This design comes from an exercise in tuning for small area on the open sky130 flow, not from production work. Only simulation tests tie the RTL to the original design; equivalence was not proved.

## flow/design.v (module list and top-level ports; edited modules follow where they fit)
// module cordic_fa: 6 lines
// module cordic_ha: 6 lines
// module cordic_cct: 6 lines
// module cordic_cci: 6 lines
// module cordic_pipelined: 1692 lines
module cordic_pipelined(clk, z0, xn, yn);
  // ...
==> flow/flow/run.sh <==
#!/bin/bash
# The standard layout (standard.sh: ORFS synthesis through finish, unchanged),
# except that the input/output port buffers are made from the smallest buffer cell.
cp standard.sh standard_sh.txt
export BUFFER_PORTS_ARGS="-buffer_cell sky130_fd_sc_hd__buf_1"
bash standard.sh > standard.log 2>&1
==> flow/standard.sh <==
#!/bin/bash
# synth_recipe.tcl (not shown) runs the flow's synth.tcl, then flattens the netlist and writes it again
# the make line also repeats each setting of config.mk as NAME=value (left out here)
make -C /OpenROAD-flow-scripts/flow DESIGN_CONFIG=/design/flow/config.mk WORK_HOME=/design/flow/orfs CLKGATE_MAP_FILE= SYNTH_SCRIPT=/design/flow/synth_recipe.tcl "${@:-finish}"
==> flow/config.mk <==
export PLATFORM = sky130hd
export DESIGN_NAME = cordic_pipelined
export DESIGN_NICKNAME = cordic_pipelined
export VERILOG_FILES = /design/flow/design.v
export SDC_FILE = /design/flow/constraint.sdc
export NUM_CORES = 4
export LEC_CHECK = 0
export CAP_MARGIN = 20
export CORE_MARGIN = 2
export CORE_UTILIZATION = 40
export CTS_BUF_LIST = sky130_fd_sc_hd__clkbuf_8
export CTS_CLUSTER_DIAMETER = 100
export CTS_CLUSTER_SIZE = 20
export SLEW_MARGIN = 20
export SYNTH_HIERARCHICAL = 1
==> flow/constraint.sdc <==
create_clock -name core_clock -period 5.0 [get_ports {clk}]
set_input_delay 1.0000 -clock core_clock [delete_from_list [all_inputs] [get_ports {clk}]]
set_output_delay 1.0000 -clock core_clock [all_outputs]
set_load 0.01 [all_outputs]
==> impl_metrics.toml, run 1 <==
[drt]
wl_mm = 31.9
via_count = 9608
ant_nets = 0
drc_errors = 0
wl_per_cell_um = 17.1

[floorplanning]
initial_utilization = 0.403
dieArea_um2 = 38300
num_io_pins = 50
core.rowCount = 70

[cts]
clock-sinks = 269
cts_tree = "yes"
cts.clk_slew.worst_paths_ns = 0.11

[flow_run]
max_cap_violations = 0

[worst_setup_path]
worstPathArrival_ns = 5.29
reg2reg_depth = 11
worst-path-stages = 11
critPathMaxStageDelay_ns = 0.48
startpoint = "d9_p9$_DFF_P_"

[timing]
max_freq_mhz = 206
fin_ws_ns = 0.140
finalMaxSlewViolations = 0

[grt]
grt_start_max_net_pins = 62
grt_pass1_wl_mm = 51.6
track_usage = 0.167

[finish]
layout_common_cells = "dfxtp_1 (263), fa_1 (146), xnor2_1 (130)"
final_cells = 1869
diodes = 0
fillers = 3452
drive_gt1_frac = 0.0985
clk_share = 0.0184
fin_nets = 1637

[yosys]
synth-warning-count = 7
ys_ff_latch = 269
synth_edf_count = 0
synth_top_family_by_area = "adder cells"
synthMuxAreaShare = 0.0230
syn_inst = 1332

[status]
status = "no timing/DRC/antenna violations"

[hold_path]
hp-start = "d_r2[1]$_DFF_P_"
==> inputs of run 2 (changes only) <==
--- a/flow/config.mk
+++ b/flow/config.mk
@@ -7,7 +7,7 @@
 export LEC_CHECK = 0
 export CAP_MARGIN = 20
 export CORE_MARGIN = 2
-export CORE_UTILIZATION = 40
+export CORE_UTILIZATION = 60
 export CTS_BUF_LIST = sky130_fd_sc_hd__clkbuf_8
 export CTS_CLUSTER_DIAMETER = 100
 export CTS_CLUSTER_SIZE = 20
==> impl_metrics.toml, run 2 <==
[drt]
wl_per_cell_um = 18.4
top_layer = "met4"
wl_met2_mm = 15.8
via_per_inst = 5.59
first_pass_iters = 5
via_count = 9627
wl_met3_mm = 1.61
drc_errors = 0
drt_iter0_drc = 554
wl_met1_mm = 13.2
ant_nets = 0
wl_mm = 31.6

[grt]
grt_pass1_vias = 9658
grt_pass1_wl_mm = 51.4
grt_start_max_net_pins = 61
grt-ovfl-total = 0
antenna_found_initial = 0
track_usage = 0.253

[worst_setup_path]
critPathRequiredTime_ns = 5.40
slowest_stage = "dfxtp_1"
worstPathArrival_ns = 5.26
critPathLaunchType = "flop"
worst-path-stages = 12
crit_family = "adder cells"
critPathKind = "flop to flop"
cpMostUsedCell = "fa_1"
path_cells = "xor2_2 > buf_6 > xnor2_1 > fa_1 > fa_1 > fa_1 > fa_1 > fa_1 > fa_1 > fa_1 > fa_1 > fa_1"
critPathMaxFanout = 11
crit_buf_inv = 1
reg2reg_depth = 12
crit_path_end_kind = "flop"
critPathMaxStageDelay_ns = 0.47

[cts]
cts_tree = "yes"
h-tree-depth = 1
clock-sinks = 269
holdBufCountCts = 0
numCtsBuffers = 18
clock_latency_ns = 0.54
cts.clk_slew.worst_paths_ns = 0.12
clock_path_buffers = 3
root_buffer = "clkbuf_8"

[timing]
rsz0062_at_grt = "true"
finalClockSkew_ns = 0.0449
finalHoldViolCount = 0
setup_viol = 0
fin_crit_ns = 4.85
finalMaxSlewViolations = 0
period_share = 0.970
slew-limit-headroom = 0.430
worstMarginPinSlew_ns = 0.849
max_freq_mhz = 206
holdWs_ns = 0.324

[yosys]
ys_ff_latch = 269
yosysMostFrequentCell = "dfxtp_1"
synth_ff_type = "dfxtp_1"
synth-warning-count = 7
yosys-top-cells-area = "dfxtp_1 (37%), fa_1 (20%), xnor2_1 (7.9%), ha_1 (6.6%), a21oi_1 (2.2%)"
syn_inst = 1332
netlist_area_um2 = 14700
synth_top_area_frac = 0.366
synth_edf_count = 0
ys_seq_area_frac = 0.366
post_synth.cell_area_avg_um2 = 11.0
ys_top_cells_by_count = "dfxtp_1 (269), fa_1 (147), xnor2_1 (132)"
yosysTopAreaCell = "dfxtp_1"
async_flop_share = 0
ys_types = 79

[floorplanning]
dieHeight_um = 161
coreArea_um2 = 24200
core.rowCount = 57
num_io_pins = 50
die_w_um = 161
dieArea_um2 = 25800
initial_utilization = 0.608

[flow_run]
max_cap_violations = 0

[status]
status = "no timing/DRC/antenna violations"

[hold_path]
min_path_cells = 0
hold_path_class = "flop to flop"

[finish]
largest_register = "z1_r1"
top_regs = "z1_r1 (11), z3_r2 (9)"
drive_gt1_frac = 0.0973
final_cells = 1722
fin_nets = 1635
area_growth_pct = 7.34
largest_register_ffs = 11
diodes = 0
layout_common_cells = "dfxtp_1 (262), fa_1 (145), xnor2_1 (131)"
final_common_cell = "dfxtp_1"

[placement]
dp.cells = 1699
portBuffers = 49
dp_hpwl_mm = 24.7
gp_congestion = 0.975
[run 2: cell counts after synthesis]
No cell type changed its count.
[run 2: path summary, 6_finish.rpt]
path | start | to | slack (ns)
setup reg to reg | f_p6$_DFF_P_ | ay6_s10_p7$_DFF_P_ | 0.15
setup / recovery | f_p6$_DFF_P_ | ay6_s10_p7$_DFF_P_ | 0.15
hold / removal | d0_r1$_DFF_P_ | d_r2[0]$_DFF_P_ | 0.32
hold reg to reg | d0_r1$_DFF_P_ | d_r2[0]$_DFF_P_ | 0.32
[run 2: Yosys stat by module, one instance, submodules excluded]
module / flip-flops and latches / cell area (um^2) / cells / copies in the design
cordic_fa: 0 / 20.0 / 1 / 144
cordic_pipelined: 269 / 11800 / 1188 / 1
[run 2: cell families (layout without fill, tap and decap cells)]
kind of cell    count (synthesis)  count (layout)  share of synthesized area
flops                         269             269                      0.366
compound gates                290             290                      0.134
xor+xnor                      150             150                     0.0899
buf+inv                       155             221                     0.0473
simple gates                  220             220                     0.0739
mux                            24              24                     0.0230
fa+ha+maj                     224             224                      0.266
[run 2: through the flow]
step,setup TNS (ns),setup slack (ns),utilization,cell area (um^2)
floorplan,0,0.0486,-,14700
global placement,0,0.129,0.638,15400
detailed placement,0,0.0723,0.638,15400
CTS,0,0.0391,0.650,15700
global route,-0.0419,-0.0272,0.652,15800
finish,0,0.148,0.652,15800
[run 2: layer usage]
metal  up-vias  track usage
met5         -            0
met4         0       0.0786
met3        56       0.0289
met2       284        0.445
met1      4630        0.330
li1       4657            -
[run 2: worst reg2reg max path, delay by kind of cell (launching register included)]
kind / cells / cell delay, ns
xor gates and xnor gates: 2 / 0.34
adders and majority gates: 9 / 3.70
DFF: 1 / 0.47
buffers and inverters: 1 / 0.20
[run 2: area by class of cell]
type / instances / area (um^2)
clock buffers: 18 / 248
clock inverters: 3 / 41.3
fillers: 1879 / 8400
inverters: 76 / 285
multi-input cells: 908 / 8640
flip-flops and latches: 269 / 5400
well taps: 324 / 405
repair buffers: 124 / 752
[run 2: repair_timing]
| item | 4_1_cts | 5_1_grt |
|---|---|---|
| endpoints found under the hold margin | 0 | 0 |
| pin swaps | 0 | 1 |
| gates resized for setup | 1 | 12 |
| setup buffers | 0 | 2 |
| endpoints found under the setup margin | 1 | 12 |
==> inputs of run 3 (changes only) <==
--- a/flow/config.mk
+++ b/flow/config.mk
@@ -5,11 +5,11 @@
 export SDC_FILE = /design/flow/constraint.sdc
 export NUM_CORES = 4
 export LEC_CHECK = 0
-export CAP_MARGIN = 20
+export CAP_MARGIN = 5
 export CORE_MARGIN = 2
 export CORE_UTILIZATION = 60
 export CTS_BUF_LIST = sky130_fd_sc_hd__clkbuf_8
 export CTS_CLUSTER_DIAMETER = 100
 export CTS_CLUSTER_SIZE = 20
-export SLEW_MARGIN = 20
+export SLEW_MARGIN = 5
 export SYNTH_HIERARCHICAL = 1
==> impl_metrics.toml, run 3 <==
[yosys]
synth-warning-count = 7
post_synth.cell_area_avg_um2 = 11.0
ys_ff_latch = 269
synth_ff_type = "dfxtp_1"
synth_edf_count = 0
yosys-top-cells-area = "dfxtp_1 (37%), fa_1 (20%), xnor2_1 (7.9%), ha_1 (6.6%), a21oi_1 (2.2%)"
synth-xor-area-share = 0.0899
async_flop_share = 0
ys_types = 79
ys_seq_area_frac = 0.366
synth_compound_area_frac = 0.134
synth_top_area_frac = 0.366
syn_inst = 1332
synthSimpleGateAreaFrac = 0.0739
yosysTopAreaCell = "dfxtp_1"
netlist_area_um2 = 14700
synth_top_family_by_area = "adder cells"
synthMuxAreaShare = 0.0230
synth_fa_ha_area_frac = 0.266
yosysMostFrequentCell = "dfxtp_1"
ys_top_cells_by_count = "dfxtp_1 (269), fa_1 (147), xnor2_1 (132)"

[finish]
final_common_cell = "dfxtp_1"
diodes = 0
largest_register_ffs = 11
fin_nets = 1635
layout_common_cells = "dfxtp_1 (262), fa_1 (145), xnor2_1 (131)"
drive_gt1_frac = 0.0973
largest_register = "z1_r1"
area_growth_pct = 7.34
final_cells = 1722
top_regs = "z1_r1 (11), z3_r2 (9)"

[grt]
grt_pass1_wl_mm = 51.4
grt_pass1_vias = 9658
grt-ovfl-total = 0
track_usage = 0.253
grt_start_max_net_pins = 61
antenna_found_initial = 0

[cts]
h-tree-depth = 1
root_buffer = "clkbuf_8"
cts_tree = "yes"
cts.clk_slew.worst_paths_ns = 0.12
clock_path_buffers = 3
numCtsBuffers = 18
clock_latency_ns = 0.54
clock-sinks = 269

[drt]
wl_per_cell_um = 18.4
first_pass_iters = 5
wl_mm = 31.6
via_per_inst = 5.59
drt_iter0_drc = 554
drc_errors = 0
via_count = 9627
ant_nets = 0

[worst_setup_path]
slowest_stage = "dfxtp_1"
critPathMaxFanout = 11
critPathKind = "flop to flop"
crit_family = "adder cells"
crit_path_end_kind = "flop"
path_cells = "xor2_2 > buf_6 > xnor2_1 > fa_1 > fa_1 > fa_1 > fa_1 > fa_1 > fa_1 > fa_1 > fa_1 > fa_1"
critPathRequiredTime_ns = 5.40
crit_buf_inv = 1
critPathLaunchType = "flop"
critPathMaxStageDelay_ns = 0.47
worstPathArrival_ns = 5.26
cpMostUsedCell = "fa_1"

[placement]
dp_hpwl_mm = 24.7
portBuffers = 49
gp_congestion = 0.975
place_ws_ns = 0.0723
dp.cells = 1699

[timing]
max_freq_mhz = 206
tns_ns = 0
holdWs_ns = 0.324
fin_crit_ns = 4.85
slew-limit-headroom = 0.430
setup_viol = 0
fin_ws_ns = 0.148
rsz0062_at_grt = "true"
finalMaxSlewViolations = 0
finalHoldViolCount = 0
worstMarginPinSlew_ns = 0.849
finalClockSkew_ns = 0.0449
period_share = 0.970

[floorplanning]
core.rowCount = 57
dieHeight_um = 161
die_w_um = 161
dieArea_um2 = 25800
initial_utilization = 0.608
num_io_pins = 50
coreArea_um2 = 24200

[flow_run]
max_cap_violations = 0

[status]
status = "no timing/DRC/antenna violations"

[hold_path]
hold_path_class = "flop to flop"
## run 3: cell counts after synthesis
Identical to the previous run, type by type.
## run 3: cell families (layout without fill, tap and decap cells)
logic type                 count (synthesis)  count (layout)
adders and majority gates                224             224
xor gates and xnor gates                 150             150
AOI/OAI and AO/OA                        290             290
and+or+nand+nor                          220             220
DFF                                      269             269
muxes                                     24              24
buffers and inverters                    155             221
## run 3: worst register-to-register path, cell delays in order (launching register included)
cell and delay [ns]:
dfxtp_1 0.47, xor2_2 0.22, buf_6 0.20, xnor2_1 0.12, fa_1 0.45, fa_1 0.42
fa_1 0.40, fa_1 0.41, fa_1 0.41, fa_1 0.42, fa_1 0.39, fa_1 0.38
fa_1 0.42
## run 3: final cells by class
| type | count | area [um^2] |
|---|---|---|
| Clock inverter | 3 | 41.3 |
| Multi-Input combinational cell | 908 | 8640 |
| Sequential cell | 269 | 5400 |
| Fill cell | 1879 | 8400 |
| Tap cell | 324 | 405 |
| Inverter | 76 | 285 |
| Clock buffer | 18 | 248 |
| Timing Repair Buffer | 124 | 752 |
## run 3: worst paths after layout
check             slack [ns]  cells past startpoint                  to     startpoint
hold / removal          0.32                      0     d_r2[0]$_DFF_P_  d0_r1$_DFF_P_
hold reg to reg         0.32                      0     d_r2[0]$_DFF_P_  d0_r1$_DFF_P_
setup / recovery        0.15                     12  ay6_s10_p7$_DFF_P_   f_p6$_DFF_P_
setup reg to reg        0.15                     12  ay6_s10_p7$_DFF_P_   f_p6$_DFF_P_
## run 3: per-layer routing
metal | GRT usage | part of all wire | up-vias
met3 | 0.0289 | 0.051 | 56
met2 | 0.445 | 0.50 | 284
met1 | 0.330 | 0.42 | 4630
met4 | 0.0786 | 0.033 | 0
li1 | - | - | 4657
met5 | 0 | 0 | -
## run 3: Yosys stat by module, one instance, submodules excluded
module            cells  copies in the design  area (um^2)
cordic_pipelined   1188                     1        11800
cordic_fa             1                   144         20.0
## run 3: what timing repair did
item | 4_1_cts | 5_1_grt
gates resized for setup | 1 | 12
hold buffers | 0 | 0
pin swaps | 0 | 1
setup buffers | 0 | 2
endpoints found under the setup margin | 1 | 12
## run 3: stage by stage
stage                     area, um^2   util
after floorplan                14700      -
after global placement         15400  0.638
after detailed placement       15400  0.638
after CTS                      15700  0.650
after global routing           15800  0.652
final                          15800  0.652
==> inputs of run 4 (changes only) <==
--- a/flow/flow/run.sh
+++ b/flow/flow/run.sh
@@ -3,4 +3,5 @@
 # except that the input/output port buffers are made from the smallest buffer cell.
 cp standard.sh standard_sh.txt
 export BUFFER_PORTS_ARGS="-buffer_cell sky130_fd_sc_hd__buf_1"
+export REMOVE_ABC_BUFFERS=1
 bash standard.sh > standard.log 2>&1
--- a/flow/config.mk
+++ b/flow/config.mk
@@ -5,11 +5,11 @@
 export SDC_FILE = /design/flow/constraint.sdc
 export NUM_CORES = 4
 export LEC_CHECK = 0
-export CAP_MARGIN = 5
+export CAP_MARGIN = 20
 export CORE_MARGIN = 2
 export CORE_UTILIZATION = 60
 export CTS_BUF_LIST = sky130_fd_sc_hd__clkbuf_8
 export CTS_CLUSTER_DIAMETER = 100
-export CTS_CLUSTER_SIZE = 20
-export SLEW_MARGIN = 5
+export CTS_CLUSTER_SIZE = 18
+export SLEW_MARGIN = 20
 export SYNTH_HIERARCHICAL = 1
==> impl_metrics.toml, run 4 <==
[floorplanning]
die_w_um = 161
coreArea_um2 = 24200
core.rowCount = 57
dieHeight_um = 161
initial_utilization = 0.608
dieArea_um2 = 25800
num_io_pins = 50

[worst_setup_path]
critPathKind = "flop to flop"
endpoint = "ay7_s11_p8$_DFF_P_"
critPathMaxFanout = 2
r2r_setup_slack_ns = 0.14
reg2reg_to = "ay7_s11_p8$_DFF_P_"
critPathRequiredTime_ns = 5.40
reg2reg_depth = 11
critPathLaunchType = "flop"
crit_path_end_kind = "flop"
startpoint = "yt6_16_p7$_DFF_P_"
reg2reg_from = "yt6_16_p7$_DFF_P_"
worstPathArrival_ns = 5.25

[drt]
drt_iter0_drc = 893
via_per_inst = 5.58
ant_nets = 0
via_count = 9589
wl_mm = 30.9
wl_per_cell_um = 18.0
drc_errors = 0
first_pass_iters = 6

[hold_path]
hold_path_class = "flop to flop"
min_path_cells = 0

[cts]
clock-sinks = 269
numCtsBuffers = 18
clock_latency_ns = 0.56
holdBufCountCts = 0
root_buffer = "clkbuf_8"
cts_tree = "yes"
cts.clk_slew.worst_paths_ns = 0.12
clock_path_buffers = 3
h-tree-depth = 1

[grt]
grtUsageMet3 = 0.0320
grtUsageMet2 = 0.445
grt-busiest-layer = "met2"
grt_pass1_vias = 9603
track_usage = 0.248
grt_use_met1 = 0.321
grt-ovfl-total = 0
antenna_found_initial = 0
grt_pass1_wl_mm = 51.0
grt_start_max_net_pins = 61

[timing]
fin_crit_ns = 4.86
finalClockSkew_ns = 0.0509
finalMaxSlewViolations = 0
finalHoldViolCount = 0
slew-limit-headroom = 0.428
setup_viol = 0
max_freq_mhz = 206
holdWs_ns = 0.328
worstMarginPinSlew_ns = 0.852
tns_ns = 0
period_share = 0.971
rsz0062_at_grt = "false"

[yosys]
yosys-top-cells-area = "dfxtp_1 (37%), fa_1 (20%), xnor2_1 (7.9%), ha_1 (6.6%), a21oi_1 (2.2%)"
post_synth.cell_area_avg_um2 = 11.0
ys_top_cells_by_count = "dfxtp_1 (269), fa_1 (147), xnor2_1 (132)"
synth_edf_count = 0
ys_ff_latch = 269
ys_types = 79
syn_inst = 1332
synth_ff_type = "dfxtp_1"
yosysTopAreaCell = "dfxtp_1"
ys_seq_area_frac = 0.366
netlist_area_um2 = 14700
yosysMostFrequentCell = "dfxtp_1"
async_flop_share = 0
synth-warning-count = 7
synth_top_area_frac = 0.366

[placement]
portBuffers = 49
dp_hpwl_mm = 24.1
gp_congestion = 0.932

[finish]
diodes = 0
drive_gt1_frac = 0.101
seqCellArea_um2 = 5400
top_regs = "z1_r1 (11), z3_r2 (9)"
final_common_cell = "dfxtp_1"
largest_register = "z1_r1"
largest_register_ffs = 11
final_core_util = 0.653
multi_input_area_um2 = 8690
layout_common_cells = "dfxtp_1 (262), fa_1 (143), xnor2_1 (129)"
fin_nets = 1631
fillers = 1969
area_growth_pct = 7.37

[flow_run]
max_cap_violations = 0

[status]
status = "no timing/DRC/antenna violations"
[run 4: cell count changes in the layout (fill, tap and decap cells not counted), sizes merged]
cell,delta
inv,-1
buf,-4
[run 4: through the flow]
stage,area [um^2],cells,setup slack (ns)
floorplan,14300,1253,-0.722
global placement,15400,1695,0.133
detailed placement,15400,1695,0.0693
CTS,15700,1715,0.0176
global route,15800,1717,0.00551
finish,15800,1717,0.145
[run 4: logic make-up after synthesis]
kind of cell | after synthesis | synth area share
AO/OA/AOI/OAI | 290 | 0.134
flip-flops | 269 | 0.366
adder cells (fa/ha/maj) | 224 | 0.266
AND/OR/NAND/NOR | 220 | 0.0739
buffers and inverters | 155 | 0.0473
XOR/XNOR | 150 | 0.0899
multiplexers | 24 | 0.0230
[run 4: critical path, cell delays in order, from the launching register on]
cell     delay [ns]
dfxtp_1        0.37
fa_1           0.59
inv_1          0.10
fa_1           0.44
fa_1           0.40
fa_1           0.39
fa_1           0.42
fa_1           0.40
fa_1           0.41
fa_1           0.41
fa_1           0.39
fa_1           0.44
[run 4: area by class of cell]
class                           count  share of cell area
Sequential cell                   269               0.342
Inverter                           76              0.0181
Timing Repair Buffer              120              0.0469
Clock inverter                      2            0.000793
Tap cell                          324              0.0257
Clock buffer                       18              0.0157
Multi-Input combinational cell    908               0.551
[run 4: how the worst min path moves through the flow]
stage	to	from
floorplan	ay8_s2_p9$_DFF_P_	ay8_s2_p8$_DFF_P_
global route	f_r2$_DFF_P_	f_r1$_DFF_P_
detailed placement	d0_p5$_DFF_P_	d0_p4$_DFF_P_
finish	f_r2$_DFF_P_	f_r1$_DFF_P_
global placement	d9_p7$_DFF_P_	d9_p6$_DFF_P_
CTS	f_r2$_DFF_P_	f_r1$_DFF_P_
[run 4: what timing repair did]
action | in CTS | in global routing
pin swaps | 0 | 4
resized for setup | 1 | 26
setup buffers | 0 | 2
endpoints found under the setup margin | 1 | 12
endpoints found under the hold margin | 0 | 0
[run 4: routing by layer]
metal / part of all wire / wire length, um
met4: 0.021 / 652
met5: 0 / 0
met3: 0.052 / 1620
met1: 0.42 / 12900
met2: 0.51 / 15800
[run 4: Yosys stat by module (local to each module, per instance)]
module | flops+latches | cells inside
cordic_pipelined | 269 | 1188
cordic_fa | 0 | 1
==> inputs of run 5 (changes only) <==
==> flow/flow/run.sh (replaced) <==
#!/bin/bash
# The standard layout (standard.sh: ORFS synthesis through finish, unchanged),
# except that the input/output port buffers are made from the smallest buffer cell.
cp standard.sh standard_sh.txt
export BUFFER_PORTS_ARGS="-buffer_cell sky130_fd_sc_hd__buf_1"
bash standard.sh > standard.log 2>&1
--- a/flow/config.mk
+++ b/flow/config.mk
@@ -11,5 +11,6 @@
 export CTS_BUF_LIST = sky130_fd_sc_hd__clkbuf_8
 export CTS_CLUSTER_DIAMETER = 100
 export CTS_CLUSTER_SIZE = 18
+export GPL_TIMING_DRIVEN = 0
 export SLEW_MARGIN = 20
 export SYNTH_HIERARCHICAL = 1
==> impl_metrics.toml, run 5 <==
[status]
status = "no timing/DRC/antenna violations"

[drt]
via_per_inst = 5.96
via_count = 10497
top_layer = "met4"
wl_met1_mm = 14.5
drc_errors = 0
wl_met3_mm = 2.92
drt_iter0_drc = 1021
first_pass_iters = 5
wl_per_cell_um = 22.3
ant_nets = 0
wl_mm = 39.2
wl_met2_mm = 20.0

[floorplanning]
core.rowCount = 57
coreArea_um2 = 24200
num_io_pins = 50
dieArea_um2 = 25800
initial_utilization = 0.608
dieHeight_um = 161
die_w_um = 161

[grt]
grt_pass1_wl_mm = 59.5
antenna_found_initial = 0
grt_start_max_net_pins = 19
grt-ovfl-total = 0
grt_pass1_vias = 10695
track_usage = 0.300

[finish]
diodes = 0
layout_common_cells = "dfxtp_1 (255), xnor2_1 (120), fa_1 (116)"
final_cells = 1761
top_regs = "z1_r1 (11), z3_r2 (9)"
largest_register_ffs = 11
multi_input_area_um2 = 8970
drive_gt1_frac = 0.150
final_core_util = 0.676
area_growth_pct = 11.3
fillers = 1713
final_common_cell = "dfxtp_1"
largest_register = "z1_r1"
seqCellArea_um2 = 5420
fin_nets = 1674

[yosys]
yosysTopAreaCell = "dfxtp_1"
synth_top_area_frac = 0.366
ys_seq_area_frac = 0.366
synth-warning-count = 7
synthSimpleGateAreaFrac = 0.0739
synth_fa_ha_area_frac = 0.266
async_flop_share = 0
ys_ff_latch = 269
synth_compound_area_frac = 0.134
synth-xor-area-share = 0.0899
synth_ff_type = "dfxtp_1"
synth_top_family_by_area = "adder cells"
yosys-top-cells-area = "dfxtp_1 (37%), fa_1 (20%), xnor2_1 (7.9%), ha_1 (6.6%), a21oi_1 (2.2%)"
ys_top_cells_by_count = "dfxtp_1 (269), fa_1 (147), xnor2_1 (132)"
post_synth.cell_area_avg_um2 = 11.0
synthMuxAreaShare = 0.0230
yosysMostFrequentCell = "dfxtp_1"
syn_inst = 1332
netlist_area_um2 = 14700
synth_edf_count = 0
ys_types = 79

[flow_run]
max_cap_violations = 0

[placement]
gp_congestion = 0.993
dp.cells = 1704
dp_hpwl_mm = 28.1
portBuffers = 48
place_ws_ns = -0.943

[timing]
finalClockSkew_ns = 0.00992
finalHoldViolCount = 0
fin_ws_ns = 0.0473
max_freq_mhz = 202
period_share = 0.991
finalMaxSlewViolations = 0
holdWs_ns = 0.326
slew-limit-headroom = 0.245
worstMarginPinSlew_ns = 1.12
rsz0062_at_grt = "true"
fin_crit_ns = 4.95
setup_viol = 0

[worst_setup_path]
reg2reg_depth = 25
critPathKind = "flop to flop"
crit_path_end_kind = "flop"
critPathMaxFanout = 10
worstPathArrival_ns = 5.37
critPathLaunchType = "flop"
critPathRequiredTime_ns = 5.42

[hold_path]
hold_path_class = "flop to flop"
min_path_cells = 0

[cts]
clock_latency_ns = 0.53
cts_tree = "yes"
clock-sinks = 269
clock_path_buffers = 3
cts.clk_slew.worst_paths_ns = 0.11
h-tree-depth = 1
numCtsBuffers = 19
root_buffer = "clkbuf_8"
-- run 5: cell type report --
type / count / share of cell area
buffer: 76 / 0.0303
clock buffer: 19 / 0.0160
clock inverter: 3 / 0.00184
inverter: 76 / 0.0179
multi-input combinational: 908 / 0.549
sequential: 269 / 0.331
tap: 324 / 0.0248
timing repair buffer: 86 / 0.0292
-- run 5: logic make-up (layout without fill, tap and decap cells) --
logic type / after synthesis / after routing
multiplexers: 24 / 24
flip-flops: 269 / 269
AND/OR/NAND/NOR: 220 / 220
XOR/XNOR: 150 / 150
buffers and inverters: 155 / 260
adder cells (fa/ha/maj): 224 / 224
AO/OA/AOI/OAI: 290 / 290
-- run 5: worst paths after layout --
| kind | start | slack, ns | end |
|---|---|---|---|
| worst max-delay path | d0_p6$_DFF_P_ | 0.05 | ay7_s1_p7$_DFF_P_ |
| worst min-delay path | d_r3[5]$_DFF_P_ | 0.33 | d5_p4$_DFF_P_ |
| worst max register to register | d0_p6$_DFF_P_ | 0.05 | ay7_s1_p7$_DFF_P_ |
| worst min register to register | d_r3[5]$_DFF_P_ | 0.33 | d5_p4$_DFF_P_ |
-- run 5: modules after synthesis, one instance, submodules excluded --
module            area, um^2  copies in the design  cells inside
cordic_fa               20.0                   144             1
cordic_pipelined       11800                     1          1188
-- run 5: worst max-delay path, cell delays in order (launching register included) --
cell and delay [ns]:
dfxtp_4 0.39, buf_12 0.13, clkinvlp_4 0.14, buf_4 0.16, buf_4 0.12, buf_4 0.12
buf_4 0.12, buf_4 0.12, buf_4 0.12, buf_4 0.12, buf_4 0.13, buf_4 0.12
buf_4 0.12, buf_4 0.12, buf_4 0.12, buf_4 0.12, buf_4 0.15, nor2_2 0.11
o21ai_2 0.10, o311ai_4 0.12, xnor2_2 0.13, fa_2 0.45, fa_1 0.60, inv_1 0.07
fa_1 0.40, fa_1 0.44
-- run 5: through the flow --
step	cell area [um^2]	TNS (ns)
after CTS	16100	0
after detailed placement	15300	-13.53
final	16400	0
after global routing	16400	-0.123
after floorplan	14700	0
after global placement	15300	-13.29
-- run 5: what timing repair did --
action / 4_1_cts / 5_1_grt
buffers inserted: 26 / 12
resized for setup: 80 / 57
setup endpoints to repair: 41 / 26
hold buffers: 0 / 0
pin swaps: 9 / 12
-- run 5: routing by layer --
layer | up-vias | global-route usage
li1 | 4729 | -
met1 | 5116 | 0.357
met2 | 524 | 0.547
met3 | 128 | 0.0501
met4 | 0 | 0.111
met5 | - | 0
==> inputs of run 6 (changes only) <==
--- a/flow/config.mk
+++ b/flow/config.mk
@@ -11,6 +11,5 @@
 export CTS_BUF_LIST = sky130_fd_sc_hd__clkbuf_8
 export CTS_CLUSTER_DIAMETER = 100
 export CTS_CLUSTER_SIZE = 18
-export GPL_TIMING_DRIVEN = 0
 export SLEW_MARGIN = 20
 export SYNTH_HIERARCHICAL = 1
==> impl_metrics.toml, run 6 <==
[floorplanning]
dieArea_um2 = 25800
dieHeight_um = 161
initial_utilization = 0.608
coreArea_um2 = 24200
core.rowCount = 57
die_w_um = 161
num_io_pins = 50

[yosys]
synth-warning-count = 7
async_flop_share = 0
ys_top_cells_by_count = "dfxtp_1 (269), fa_1 (147), xnor2_1 (132)"
yosys-top-cells-area = "dfxtp_1 (37%), fa_1 (20%), xnor2_1 (7.9%), ha_1 (6.6%), a21oi_1 (2.2%)"
ys_ff_latch = 269
synth_top_area_frac = 0.366
ys_types = 79
synth_fa_ha_area_frac = 0.266
netlist_area_um2 = 14700
yosysTopAreaCell = "dfxtp_1"
synth-xor-area-share = 0.0899
synth_compound_area_frac = 0.134
ys_seq_area_frac = 0.366
yosysMostFrequentCell = "dfxtp_1"
synth_edf_count = 0
post_synth.cell_area_avg_um2 = 11.0
synthSimpleGateAreaFrac = 0.0739
syn_inst = 1332
synth_top_family_by_area = "adder cells"
synth_ff_type = "dfxtp_1"
synthMuxAreaShare = 0.0230

[worst_setup_path]
crit_buf_inv = 1
critPathLaunchType = "flop"
crit_family = "adder cells"
cpMostUsedCell = "fa_1"
slowest_stage = "fa_1"
path_cells = "fa_1 > fa_1 > fa_1 > fa_1 > fa_1 > fa_1 > xor2_1 > xnor2_1 > clkbuf_2"
worst-path-stages = 9
critPathMaxStageDelay_ns = 0.52
crit_path_end_kind = "output pin"
worstPathArrival_ns = 3.87
reg2reg_depth = 14
critPathKind = "flop to output pin"
critPathRequiredTime_ns = 4.00
critPathMaxFanout = 4

[grt]
grt_pass1_vias = 9669
track_usage = 0.252
grt-ovfl-total = 0
grt_pass1_wl_mm = 51.2
grt_start_max_net_pins = 61
antenna_found_initial = 0

[drt]
via_per_inst = 5.58
drt_iter0_drc = 549
wl_per_cell_um = 18.2
via_count = 9612
first_pass_iters = 5
wl_mm = 31.4
ant_nets = 0
drc_errors = 0

[placement]
place_ws_ns = 0.0723
dp_hpwl_mm = 24.7
placed_area_um2 = 15400
portBuffers = 49
gp_congestion = 0.975

[cts]
root_buffer = "clkbuf_8"
clock-sinks = 269
numCtsBuffers = 19
cts_tree = "yes"
cts.clk_slew.worst_paths_ns = 0.11
clock_latency_ns = 0.53
h-tree-depth = 1
clock_path_buffers = 3

[timing]
finalHoldViolCount = 0
fin_crit_ns = 4.87
max_freq_mhz = 206
tns_ns = 0
holdWs_ns = 0.321
fin_ws_ns = 0.135
setup_viol = 0
worstMarginPinSlew_ns = 0.889
finalMaxSlewViolations = 0
finalClockSkew_ns = 0.0241
period_share = 0.973
slew-limit-headroom = 0.403

[finish]
area_growth_pct = 7.40
fin_nets = 1636
layout_common_cells = "dfxtp_1 (262), fa_1 (146), xnor2_1 (130)"
fillers = 1870
drive_gt1_frac = 0.0979
top_regs = "z1_r1 (11), z3_r2 (9)"
largest_register_ffs = 11
diodes = 0
final_common_cell = "dfxtp_1"
final_area_um2 = 15800
largest_register = "z1_r1"

[status]
status = "no timing/DRC/antenna violations"

[hold_path]
hold_path_class = "flop to flop"
min_path_cells = 0

[flow_run]
max_cap_violations = 0
-- run 6: per-stage QoR --
stage | cells | util
3_5_place_dp | 1699 | 0.638
6_report | 1723 | 0.653
4_1_cts | 1721 | 0.650
2_1_floorplan | 1332 | -
3_3_place_gp | 1699 | 0.638
5_1_grt | 1723 | 0.653
-- run 6: metal layers --
layer,part of all wire,track usage
met5,0,0
met4,0.032,0.0758
met3,0.057,0.0310
met2,0.50,0.443
met1,0.41,0.329
-- run 6: what timing repair did --
action                                  CTS  global route
setup buffers                             0             2
hold buffers                              0             0
endpoints found under the hold margin     0             0
endpoints found under the setup margin    1            10
resized for setup                         1            12
pin swaps                                 0             1
-- run 6: cell families (layout without fill, tap and decap cells) --
kind of cell,count (synthesis),count (layout)
AO/OA/AOI/OAI,290,290
AND/OR/NAND/NOR,220,220
flip-flops,269,269
XOR/XNOR,150,150
buffers and inverters,155,222
adder cells (fa/ha/maj),224,224
multiplexers,24,24
-- run 6: layout make-up --
class	instances	area, um^2	share of cell area
Clock buffer	19	262	0.0166
Multi-Input combinational cell	908	8650	0.548
Clock inverter	3	31.3	0.00198
Timing Repair Buffer	124	752	0.0476
Sequential cell	269	5400	0.342
Inverter	76	285	0.0181
Tap cell	324	405	0.0257
-- run 6: final timing paths --
path / startpoint / endpoint / slack (ns)
worst min-delay path: d0_r1$_DFF_P_ / d_r2[0]$_DFF_P_ / 0.32
worst min register to register: d0_r1$_DFF_P_ / d_r2[0]$_DFF_P_ / 0.32
worst max-delay path: xi9_17_p10$_DFF_P_ / yn[17] / 0.13
worst max register to register: d1_p6$_DFF_P_ / ay6_s10_p7$_DFF_P_ / 0.16
-- run 6: Yosys stat by module (local to each module, per instance) --
module            times used  area (um^2)
cordic_fa                144         20.0
cordic_pipelined           1        11800
==> inputs of run 7 (changes only) <==
--- a/flow/config.mk
+++ b/flow/config.mk
@@ -7,7 +7,7 @@
 export LEC_CHECK = 0
 export CAP_MARGIN = 20
 export CORE_MARGIN = 2
-export CORE_UTILIZATION = 60
+export CORE_UTILIZATION = 75
 export CTS_BUF_LIST = sky130_fd_sc_hd__clkbuf_8
 export CTS_CLUSTER_DIAMETER = 100
 export CTS_CLUSTER_SIZE = 18
==> impl_metrics.toml, run 7 <==
[status]
status = "finished with violations"
violations = "negative setup slack"

[yosys]
ys_types = 79
syn_inst = 1332
yosysTopAreaCell = "dfxtp_1"
yosys-top-cells-area = "dfxtp_1 (37%), fa_1 (20%), xnor2_1 (7.9%), ha_1 (6.6%), a21oi_1 (2.2%)"
ys_ff_latch = 269
yosysMostFrequentCell = "dfxtp_1"
netlist_area_um2 = 14700
synth-warning-count = 7
synth_edf_count = 0
post_synth.cell_area_avg_um2 = 11.0
ys_seq_area_frac = 0.366
synth_ff_type = "dfxtp_1"
ys_top_cells_by_count = "dfxtp_1 (269), fa_1 (147), xnor2_1 (132)"
async_flop_share = 0
synth_top_area_frac = 0.366

[cts]
clock-sinks = 269
cts_tree = "yes"
cts.clk_slew.worst_paths_ns = 0.11
h-tree-depth = 1
root_buffer = "clkbuf_8"
clock_path_buffers = 3
clock_latency_ns = 0.53
numCtsBuffers = 18

[finish]
top_regs = "z1_r1 (11), z3_r2 (9)"
largest_register_ffs = 11
area_growth_pct = 6.88
fillers = 1106
drive_gt1_frac = 0.105
largest_register = "z1_r1"
final_common_cell = "dfxtp_1"
final_core_util = 0.812
layout_common_cells = "dfxtp_1 (260), fa_1 (141), xnor2_1 (126)"
diodes = 0
fin_nets = 1626

[timing]
period_share = 1.00
finalHoldViolCount = 0
finalMaxSlewViolations = 0
slew-limit-headroom = 0.302
fin_crit_ns = 5.02
max_freq_mhz = 199
worstMarginPinSlew_ns = 1.04
setup_viol = 1
fin_ws_ns = -0.0183
finalClockSkew_ns = 0.0140

[drt]
drt_iter0_drc = 912
wl_per_cell_um = 22.1
via_per_inst = 6.25
first_pass_iters = 5
via_count = 10325
ant_nets = 0
drc_errors = 0
wl_mm = 36.6

[worst_setup_path]
critPathMaxStageDelay_ns = 0.55
critPathRequiredTime_ns = 5.41
critPathKind = "flop to flop"
slowest_stage = "fa_1"
critPathMaxFanout = 2
worstPathArrival_ns = 5.43
cpMostUsedCell = "fa_1"
crit_family = "adder cells"
path_cells = "xnor2_2 > xnor2_1 > fa_1 > fa_1 > fa_2 > fa_1 > fa_1 > fa_1 > inv_1 > fa_1 > fa_1 > fa_1"
crit_buf_inv = 1
crit_path_end_kind = "flop"
critPathLaunchType = "flop"

[floorplanning]
dieArea_um2 = 20700
die_w_um = 144
initial_utilization = 0.760
num_io_pins = 50
coreArea_um2 = 19300
core.rowCount = 51
dieHeight_um = 144

[grt]
grt-ovfl-total = 0
grt_pass1_wl_mm = 54.5
grt_pass1_vias = 10228
track_usage = 0.345
antenna_found_initial = 1
grt_start_max_net_pins = 62

[placement]
place_ws_ns = 0.0432
gp_congestion = 0.989
dp_hpwl_mm = 26.6
portBuffers = 49

[flow_run]
max_cap_violations = 0

[hold_path]
hold_path_class = "flop to flop"
-- run 7: Yosys stat by module, one instance, submodules excluded --
module,area (um^2),flops+latches,copies in the design
cordic_fa,20.0,0,144
cordic_pipelined,11800,269,1
-- run 7: final timing paths --
path,end,depth (start not counted),from,slack [ns]
worst max-delay path,ay8_s2_p8$_DFF_P_,12,d6_p7$_DFF_P_,-0.02
worst min-delay path,d3_p4$_DFF_P_,0,d_r3[3]$_DFF_P_,0.33
worst max register to register,ay8_s2_p8$_DFF_P_,12,d6_p7$_DFF_P_,-0.02
worst min register to register,d3_p4$_DFF_P_,0,d_r3[3]$_DFF_P_,0.33
-- run 7: layer usage --
| metal | up-vias | GRT usage | wire [um] |
|---|---|---|---|
| li1 | 4631 | - | - |
| met1 | 5018 | 0.420 | 13300 |
| met2 | 544 | 0.603 | 18500 |
| met3 | 130 | 0.0609 | 2790 |
| met4 | 2 | 0.159 | 1970 |
| met5 | - | 0 | 16 |
-- run 7: final cells by class --
type	count	area (um^2)	area share
Clock buffer	18	248	0.0158
Sequential cell	269	5400	0.344
Clock inverter	2	12.5	0.000797
Inverter	76	289	0.0184
Tap cell	265	332	0.0211
Timing Repair Buffer	115	699	0.0445
Multi-Input combinational cell	908	8730	0.556
-- run 7: what timing repair did --
| action | in CTS | in global routing |
|---|---|---|
| buffers inserted | 0 | 3 |
| pin swaps | 0 | 3 |
| endpoints found under the setup margin | 6 | 17 |
| gates resized for setup | 4 | 35 |
| hold buffers | 0 | 0 |
-- run 7: logic make-up (layout without fill, tap and decap cells) --
| kind of cell | Yosys count | in the layout | share of synthesized area |
|---|---|---|---|
| DFF | 269 | 269 | 0.366 |
| xor gates and xnor gates | 150 | 150 | 0.0899 |
| adders and majority gates | 224 | 224 | 0.266 |
| and+or+nand+nor | 220 | 220 | 0.0739 |
| muxes | 24 | 24 | 0.0230 |
| AOI/OAI and AO/OA | 290 | 290 | 0.134 |
| buffers and inverters | 155 | 211 | 0.0473 |
-- run 7: stage by stage --
step	area (um^2)	hold slack (ns)	setup TNS [ns]	cells
after floorplan	14700	0.310	0	1332
after detailed placement	15300	0.312	0	1630
after CTS	15600	0.335	0	1650
after global placement	15300	0.311	0	1630
after global routing	15700	0.344	-0.515	1653
final	15700	0.333	-0.0183	1653
==> inputs of run 8 (changes only) <==
==> flow/flow/run.sh (replaced) <==
#!/bin/bash
# The standard layout (standard.sh: ORFS synthesis through finish, unchanged), except:
#  - the input/output port buffers are made from the smallest buffer cell,
#  - buffers that synthesis inserted are removed at floorplan (repair re-buffers where needed),
#  - after global routing, gates on paths with positive slack are downsized (RECOVER_POWER).
cp standard.sh standard_sh.txt
export BUFFER_PORTS_ARGS="-buffer_cell sky130_fd_sc_hd__buf_1"
export REMOVE_ABC_BUFFERS=1
export RECOVER_POWER=100
bash standard.sh > standard.log 2>&1
--- a/flow/config.mk
+++ b/flow/config.mk
@@ -7,7 +7,7 @@
 export LEC_CHECK = 0
 export CAP_MARGIN = 20
 export CORE_MARGIN = 2
-export CORE_UTILIZATION = 75
+export CORE_UTILIZATION = 60
 export CTS_BUF_LIST = sky130_fd_sc_hd__clkbuf_8
 export CTS_CLUSTER_DIAMETER = 100
 export CTS_CLUSTER_SIZE = 18
==> impl_metrics.toml, run 8 <==
[finish]
layout_common_cells = "dfxtp_1 (263), fa_1 (143), xnor2_1 (129)"
final_common_cell = "dfxtp_1"
top_regs = "z1_r1 (11), z3_r2 (9)"
largest_register_ffs = 11
fin_nets = 1631
diodes = 0
drive_gt1_frac = 0.0861
largest_register = "z1_r1"
area_growth_pct = 6.90
final_core_util = 0.650
final_area_um2 = 15700

[cts]
clock_path_buffers = 3
clock-sinks = 269
numCtsBuffers = 18
holdBufCountCts = 0
cts_tree = "yes"
cts.clk_slew.worst_paths_ns = 0.12
h-tree-depth = 1
root_buffer = "clkbuf_8"
clock_latency_ns = 0.55

[yosys]
ys_seq_area_frac = 0.366
post_synth.cell_area_avg_um2 = 11.0
netlist_area_um2 = 14700
ys_types = 79
synth_ff_type = "dfxtp_1"
yosysTopAreaCell = "dfxtp_1"
ys_top_cells_by_count = "dfxtp_1 (269), fa_1 (147), xnor2_1 (132)"
yosys-top-cells-area = "dfxtp_1 (37%), fa_1 (20%), xnor2_1 (7.9%), ha_1 (6.6%), a21oi_1 (2.2%)"
synth_edf_count = 0
async_flop_share = 0
synth_top_area_frac = 0.366
ys_ff_latch = 269
syn_inst = 1332
synth-warning-count = 7
yosysMostFrequentCell = "dfxtp_1"

[drt]
first_pass_iters = 5
ant_nets = 0
via_per_inst = 5.60
drc_errors = 0
drt_iter0_drc = 884
wl_mm = 30.9
wl_per_cell_um = 18.0
via_count = 9620

[timing]
rsz0062_at_grt = "false"
max_freq_mhz = 206
fin_crit_ns = 4.86
worstMarginPinSlew_ns = 2.41
holdWs_ns = 0.330
fin_ws_ns = 0.144
finalMaxSlewViolations = 197
slew-limit-headroom = -0.606
setup_viol = 0
tns_ns = 0
finalHoldViolCount = 0
period_share = 0.971
finalClockSkew_ns = 0.0468

[grt]
grt_pass1_wl_mm = 51.0
grt_pass1_vias = 9603
grt_start_max_net_pins = 61
grt-ovfl-total = 0
antenna_found_initial = 0
track_usage = 0.248

[worst_setup_path]
critPathMaxFanout = 2
critPathKind = "flop to flop"
cpMostUsedCell = "fa_1"
crit_path_end_kind = "flop"
path_cells = "fa_1 > inv_1 > fa_1 > fa_1 > fa_1 > fa_1 > fa_1 > fa_1 > fa_1 > fa_1 > fa_1"
crit_buf_inv = 1
slowest_stage = "fa_1"
crit_family = "adder cells"
critPathRequiredTime_ns = 5.40
critPathMaxStageDelay_ns = 0.59
critPathLaunchType = "flop"
worstPathArrival_ns = 5.25

[floorplanning]
initial_utilization = 0.608
dieHeight_um = 161
dieArea_um2 = 25800
num_io_pins = 50
coreArea_um2 = 24200
die_w_um = 161
core.rowCount = 57

[placement]
placed_area_um2 = 15400
dp_hpwl_mm = 24.1
place_ws_ns = 0.0693
portBuffers = 49
gp_congestion = 0.932

[hold_path]
hold_path_class = "flop to flop"

[status]
status = "finished with violations"
violations = "max-capacitance violations, max-slew violations"

[flow_run]
max_cap_violations = 4
run 8: cell types whose count changed in the layout (fill, tap and decap cells not counted), moves of 3 or more:
cell      previous run  this run
ha_2                 4         1
inv_1               67        71
ha_1                73        76
xnor2_1            126       129
buf_4               62        52
inv_2                7         4
clkbuf_1             0        15
dfxtp_1            260       263
dfxtp_2              8         5
run 8: timing repair:
item / 4_1_cts / 5_1_grt
pin swaps: 0 / 4
setup buffers: 0 / 2
gates resized for setup: 1 / 26
gates cloned: 0 / 0
setup endpoints to repair: 1 / 12
run 8: path summary, 6_finish.rpt:
| path | startpoint | to | slack [ns] | depth (start not counted) |
|---|---|---|---|---|
| setup / recovery | yt6_16_p7$_DFF_P_ | ay7_s11_p8$_DFF_P_ | 0.14 | 11 |
| hold / removal | f_r1$_DFF_P_ | f_r2$_DFF_P_ | 0.33 | 0 |
| setup reg to reg | yt6_16_p7$_DFF_P_ | ay7_s11_p8$_DFF_P_ | 0.14 | 11 |
| hold reg to reg | f_r1$_DFF_P_ | f_r2$_DFF_P_ | 0.33 | 0 |
run 8: area by class of cell:
class	count	area (um^2)
fill	1989	8470
sequential	269	5400
clock inverter	2	12.5
tap	324	405
multi-input combinational	908	8680
clock buffer	18	248
inverter	76	285
timing repair buffer	120	684
run 8: kinds of logic (layout without fill, tap and decap cells):
group                      after synthesis  in the layout  synth area share
muxes                                   24             24            0.0230
adders and majority gates              224            224             0.266
DFF                                    269            269             0.366
xor gates and xnor gates               150            150            0.0899
and+or+nand+nor                        220            220            0.0739
buffers and inverters                  155            216            0.0473
AOI/OAI and AO/OA                      290            290             0.134
run 8: modules after synthesis (local to each module, per instance):
module	cells	copies in the design	flip-flops and latches	cell area (um^2)
cordic_fa	1	144	0	20.0
cordic_pipelined	1188	1	269	11800
run 8: routing by layer:
metal  vias to the layer above  wire length [um]  GRT usage
met2                       320             15700      0.445
li1                       4638                 -          -
met5                         -                 0          0
met1                      4602             12800      0.321
met3                        60              1620     0.0320
met4                         0               729     0.0569
run 8: metrics by stage:
stage	std cells
2_1_floorplan	1253
5_1_grt	1717
3_3_place_gp	1695
4_1_cts	1715
6_report	1717
3_5_place_dp	1695

-- re-timing with driven ports --
The results above use ideal ports. As a check the final layouts listed here were re-extracted and re-timed, cells and wires unchanged.
Step 1: set_driving_cell puts a clkbuf_16 on clk and a buf_2 on each other input, an assumption about the parent block.
Step 2 adds t to the input delays and takes it off the output delays; t is the mean of the earliest and latest rising clock arrival at the registers after step 1. Input paths then give back, and output paths get back, about the clock's delay inside the block.
Three values: ideal, step 1, step 2; two values: the first two.
| run | t, ns | setup slack, ns | worst register clock-pin slew, ns | worst data-port slew with drivers (ns) | pins driven straight from the clock port |
|---|---|---|---|---|---|
| run 1 | 0.581 | 0.140 / 0.132 / 0.140 | 0.12 / 0.12 | 0.04 | 1 |
| run 2 | 0.566 | 0.148 / 0.118 / 0.148 | 0.12 / 0.12 | 0.03 | 1 |
| run 3 | 0.566 | 0.148 / 0.118 / 0.148 | 0.12 / 0.12 | 0.03 | 1 |
| run 4 | 0.578 | 0.145 / 0.145 / 0.145 | 0.12 / 0.12 | 0.03 | 1 |
| run 5 | 0.573 | 0.047 / 0.047 / 0.047 | 0.11 / 0.11 | 0.04 | 1 |
| run 6 | 0.569 | 0.135 / 0.088 / 0.158 | 0.11 / 0.11 | 0.03 | 1 |
| run 7 | 0.567 | -0.018 / -0.018 / -0.018 | 0.11 / 0.11 | 0.03 | 1 |
| run 8 | 0.577 | 0.144 / 0.144 / 0.144 | 0.12 / 0.12 | 0.03 | 1 |
